From an optimization exercise on the open Yosys and OpenROAD flow, aimed at small area; shortcuts taken in it are not production practice.
In this exercise RTL edits were held to simulation tests only and were not proved equivalent to the original.
Power figures rest on the tool's default switching activity, not on a simulated workload.

Setup of the previous run:
==> flow/design.v <==
module top_given(clk, rst_n, RXD, TXD);
    input clk;
    input rst_n;
    input RXD;
    output reg TXD;
    localparam IDLE = 3'd0, RX = 3'd1, TX0 = 3'd4, TX1 = 3'd5, TX2 = 3'd6;
    reg [8:0] c;
    reg [3:0] j;
    reg [2:0] f;
    reg       cleared;
    wire tx = f[2];
    wire pulse = c[8] & c[7] & c[5] & c[4] & c[0];     
    wire restart = ((f == RX) && (j == 4'd8) && c[3]) ||   
                   (tx && (j == 4'd10) && c[0]);           
    always @(posedge clk or negedge rst_n) begin
        if (!rst_n) begin
            c <= 9'd0;
            j <= 4'd15;
            f <= IDLE;
            cleared <= 1'b0;
        end else if (f == IDLE) begin
            if (!cleared) begin
                c <= c + 1'b1;
                if (c[6]) cleared <= 1'b1;
            end else if (RXD) begin
                c <= 9'd210;
            end else begin
                c <= c + 1'b1;
                if (c[2] & c[1]) f <= RX;    
            end
        end else if (restart) begin
            c <= 9'd215;
            j <= 4'd15;
            case (f)
                RX:  f <= TX0;
                TX0: f <= TX1;
                TX1: f <= TX2;
                default: f <= IDLE;
            endcase
        end else begin
            c <= pulse ? 9'd0 : c + 1'b1;
            if (pulse) j <= j + 1'b1;
        end
    end
    reg [2:0] phi;
    always @(posedge clk) phi <= phi + 1'b1;
    reg [63:0] r;
    wire chain = !cleared || ((f == RX) && (j == 4'd15) && (c[8:3] == 6'd27));
    wire ins0 = chain || ((f == RX) && (c[8:3] == 6'd53) && (phi == j[2:0]));
    integer k;
    always @(posedge clk) begin
        for (k = 0; k < 8; k = k + 1)
            r[k*8 +: 7] <= r[k*8+1 +: 7];
        r[7] <= ins0 ? (RXD & cleared) : r[0];
        for (k = 1; k < 8; k = k + 1)
            r[k*8+7] <= chain ? r[(k-1)*8] : r[k*8];
    end
    wire [3:0] tapA = {r[3*8+6], r[2*8+2], r[1*8+1], r[0*8+0]};
    wire [3:0] tapB = {r[4*8+6], r[5*8+2], r[6*8+1], r[7*8+0]};
    wire [3:0] col = c[7:4];
    wire       rho = c[3];
    wire [2:0] psi = phi - col[2:0];
    reg        pres;
    reg  [1:0] q;
    reg  [2:0] s;
    reg        dneg;
    always @(*) begin
        pres = 1'b1; q = 2'd0; s = 3'd0; dneg = 1'b0;
        case ({rho, psi})
            4'b0_000: begin q = 2'd0; s = 3'd0; end
            4'b0_001: begin q = 2'd2; s = 3'd5; end
            4'b0_010: begin q = 2'd3; s = 3'd0; dneg = 1'b1; end
            4'b0_011: begin q = 2'd1; s = 3'd4; end
            4'b0_100: begin q = 2'd3; s = 3'd6; end
            4'b0_101: begin q = 2'd2; s = 3'd1; end
            4'b0_110: begin q = 2'd0; s = 3'd2; end
            4'b0_111: begin q = 2'd1; s = 3'd0; end
            4'b1_011: begin q = 2'd2; s = 3'd3; end
            4'b1_110: begin q = 2'd2; s = 3'd0; end
            default: pres = 1'b0;
        endcase
    end
    wire [4:0] bidx = {1'b0, col} - {2'b0, s};
    wire valid = pres && !bidx[4] && !bidx[3];
    wire neg = dneg ^ (bidx[2:0] == 3'd7);
    wire [1:0] pairsum = {1'b0, tapA[q]} + {1'b0, tapB[q]};
    wire [5:0] delta = !valid ? 6'd0 : (neg ? -{4'd0, pairsum} : {4'd0, pairsum});
    reg  [5:0] a;
    wire [5:0] v = a + delta;
    wire colend = (c[3:0] == 4'd15);
    always @(posedge clk) begin
        if (c[8])
            a <= 6'd0;
        else if (colend)
            a <= {v[5], v[5:1]};
        else
            a <= v;
    end
    wire [3:0] target = {f != TX2, (f == TX0) ? 3'd7 : j[2:0]};
    reg ybit;
    always @(posedge clk) begin
        if (!c[8] && colend && (col == target))
            ybit <= v[0];
    end
    always @(posedge clk or negedge rst_n) begin
        if (!rst_n)
            TXD <= 1'b1;
        else if (tx && pulse)
            TXD <= (j == 4'd15) ? 1'b0 : (j[3] ? 1'b1 : ybit);
    end
endmodule
export LEC_CHECK = 0
export CAP_MARGIN = 20
export CORE_MARGIN = 2
export CORE_UTILIZATION = 40
export PLACE_DENSITY = 0.6
export SLEW_MARGIN = 20
create_clock -name core_clock -period 20.0 [get_ports {clk}]
run.sh (not shown) runs the stock make flow with config.mk's settings and CLKGATE_MAP_FILE= SYNTH_SCRIPT=/design/flow/synth_recipe.tcl, a recipe that flattens the netlist after the stock synthesis.
> inputs changed (the previous run -> the current run)
--- a/flow/design.v
+++ b/flow/design.v
@@ -8,11 +8,11 @@
     reg [3:0] j;
     reg [2:0] f;
     reg       cleared;
     wire tx = f[2];
-    wire pulse = c[8] & c[7] & c[5] & c[4] & c[0];     
-    wire restart = ((f == RX) && (j == 4'd8) && c[3]) ||   
-                   (tx && (j == 4'd10) && c[0]);           
+    wire pulse = (c == 9'd218);
+    wire restart = ((f == RX) && (j == 4'd8) && (c == 9'd227)) ||
+                   (tx && (j == 4'd10) && (c == 9'd220));
     always @(posedge clk or negedge rst_n) begin
         if (!rst_n) begin
             c <= 9'd0;
             j <= 4'd15;
@@ -22,32 +22,37 @@
             if (!cleared) begin
                 c <= c + 1'b1;
                 if (c[6]) cleared <= 1'b1;
             end else if (RXD) begin
-                c <= 9'd210;
+                c <= 9'd0;
+            end else if (c == 9'd4) begin
+                c <= 9'd0;
+                f <= RX;
             end else begin
                 c <= c + 1'b1;
-                if (c[2] & c[1]) f <= RX;    
             end
         end else if (restart) begin
-            c <= 9'd215;
+            c <= 9'd0;
             j <= 4'd15;
             case (f)
                 RX:  f <= TX0;
                 TX0: f <= TX1;
                 TX1: f <= TX2;
                 default: f <= IDLE;
             endcase
         end else begin
-            c <= pulse ? 9'd0 : c + 1'b1;
+            c <= (c == 9'd433) ? 9'd0 : c + 1'b1;
             if (pulse) j <= j + 1'b1;
         end
     end
-    reg [2:0] phi;
-    always @(posedge clk) phi <= phi + 1'b1;
+    reg [7:0] t;
+    always @(posedge clk) t <= t + 1'b1;
+    wire [2:0] phi = t[2:0];
+    wire       rho = t[3];
+    wire [3:0] col = t[7:4];
     reg [63:0] r;
-    wire chain = !cleared || ((f == RX) && (j == 4'd15) && (c[8:3] == 6'd27));
-    wire ins0 = chain || ((f == RX) && (c[8:3] == 6'd53) && (phi == j[2:0]));
+    wire chain = !cleared || ((f == RX) && (j == 4'd15) && (c[8:3] == 6'd0));
+    wire ins0 = chain || ((f == RX) && (c[8:3] == 6'd26) && (phi == j[2:0]));
     integer k;
     always @(posedge clk) begin
         for (k = 0; k < 8; k = k + 1)
             r[k*8 +: 7] <= r[k*8+1 +: 7];
@@ -56,10 +61,8 @@
             r[k*8+7] <= chain ? r[(k-1)*8] : r[k*8];
     end
     wire [3:0] tapA = {r[3*8+6], r[2*8+2], r[1*8+1], r[0*8+0]};
     wire [3:0] tapB = {r[4*8+6], r[5*8+2], r[6*8+1], r[7*8+0]};
-    wire [3:0] col = c[7:4];
-    wire       rho = c[3];
     wire [2:0] psi = phi - col[2:0];
     reg        pres;
     reg  [1:0] q;
     reg  [2:0] s;
@@ -86,21 +89,19 @@
     wire [1:0] pairsum = {1'b0, tapA[q]} + {1'b0, tapB[q]};
     wire [5:0] delta = !valid ? 6'd0 : (neg ? -{4'd0, pairsum} : {4'd0, pairsum});
     reg  [5:0] a;
     wire [5:0] v = a + delta;
-    wire colend = (c[3:0] == 4'd15);
+    wire colend = rho && (phi == 3'd7);
     always @(posedge clk) begin
-        if (c[8])
-            a <= 6'd0;
-        else if (colend)
-            a <= {v[5], v[5:1]};
+        if (colend)
+            a <= (col == 4'd15) ? 6'd0 : {v[5], v[5:1]};
         else
             a <= v;
     end
     wire [3:0] target = {f != TX2, (f == TX0) ? 3'd7 : j[2:0]};
     reg ybit;
     always @(posedge clk) begin
-        if (!c[8] && colend && (col == target))
+        if (colend && (col == target) && (c[8:6] != 3'd3))
             ybit <= v[0];
     end
     always @(posedge clk or negedge rst_n) begin
         if (!rst_n)
- In terms of share of the clock period used by the worst path after layout, the current run and the previous run differ only marginally.
- Any difference in fmax between the current run and the previous run is small enough to ignore.
- The current run vs the previous run: total design power down by more than a quarter
- Global routing usage on met2 (higher): the current run
- The current run — mean instance size in the synthesized netlist about 1.3% lower, the previous run as reference
- As far as number of enable flip-flop cells after synthesis goes, the previous run and the current run are indistinguishable; the numbers are identical.
- Post-synthesis share of cell area spent on full adders, half adders and majority gates ends up higher on the current run.
- Between the previous run and the current run, the sequential share of layout area is higher for the previous run.

-- static timing again, ports no longer ideal --
Ports are ideal in the flow. The routed layouts listed here were re-timed in OpenROAD. Step 1: set_driving_cell puts a clkbuf_16 on clk and a buf_2 on each other input, an assumption about the parent block. Step 2 moves the port delays by t, midway between the first and last clock arrival at a register: inputs arrive t later, outputs are due t later. That takes back most of the time a late clock gives input paths. Three values: no drivers, after step 1, after step 2; two values: the first two.
run	shift t [ns]	slack for setup (ns)	worst slew at a driven data input, ns	cell pins on the clock port's net
the previous run	0.381	14.573 / 14.543 / 14.776	0.03	1
the current run	0.383	14.581 / 14.551 / 14.564	0.03	1
After both steps setup and hold are still met in every run listed. The setup slack of the current run, which loses most, moves by -0.030 ns with the drivers and by -0.017 ns with both steps.
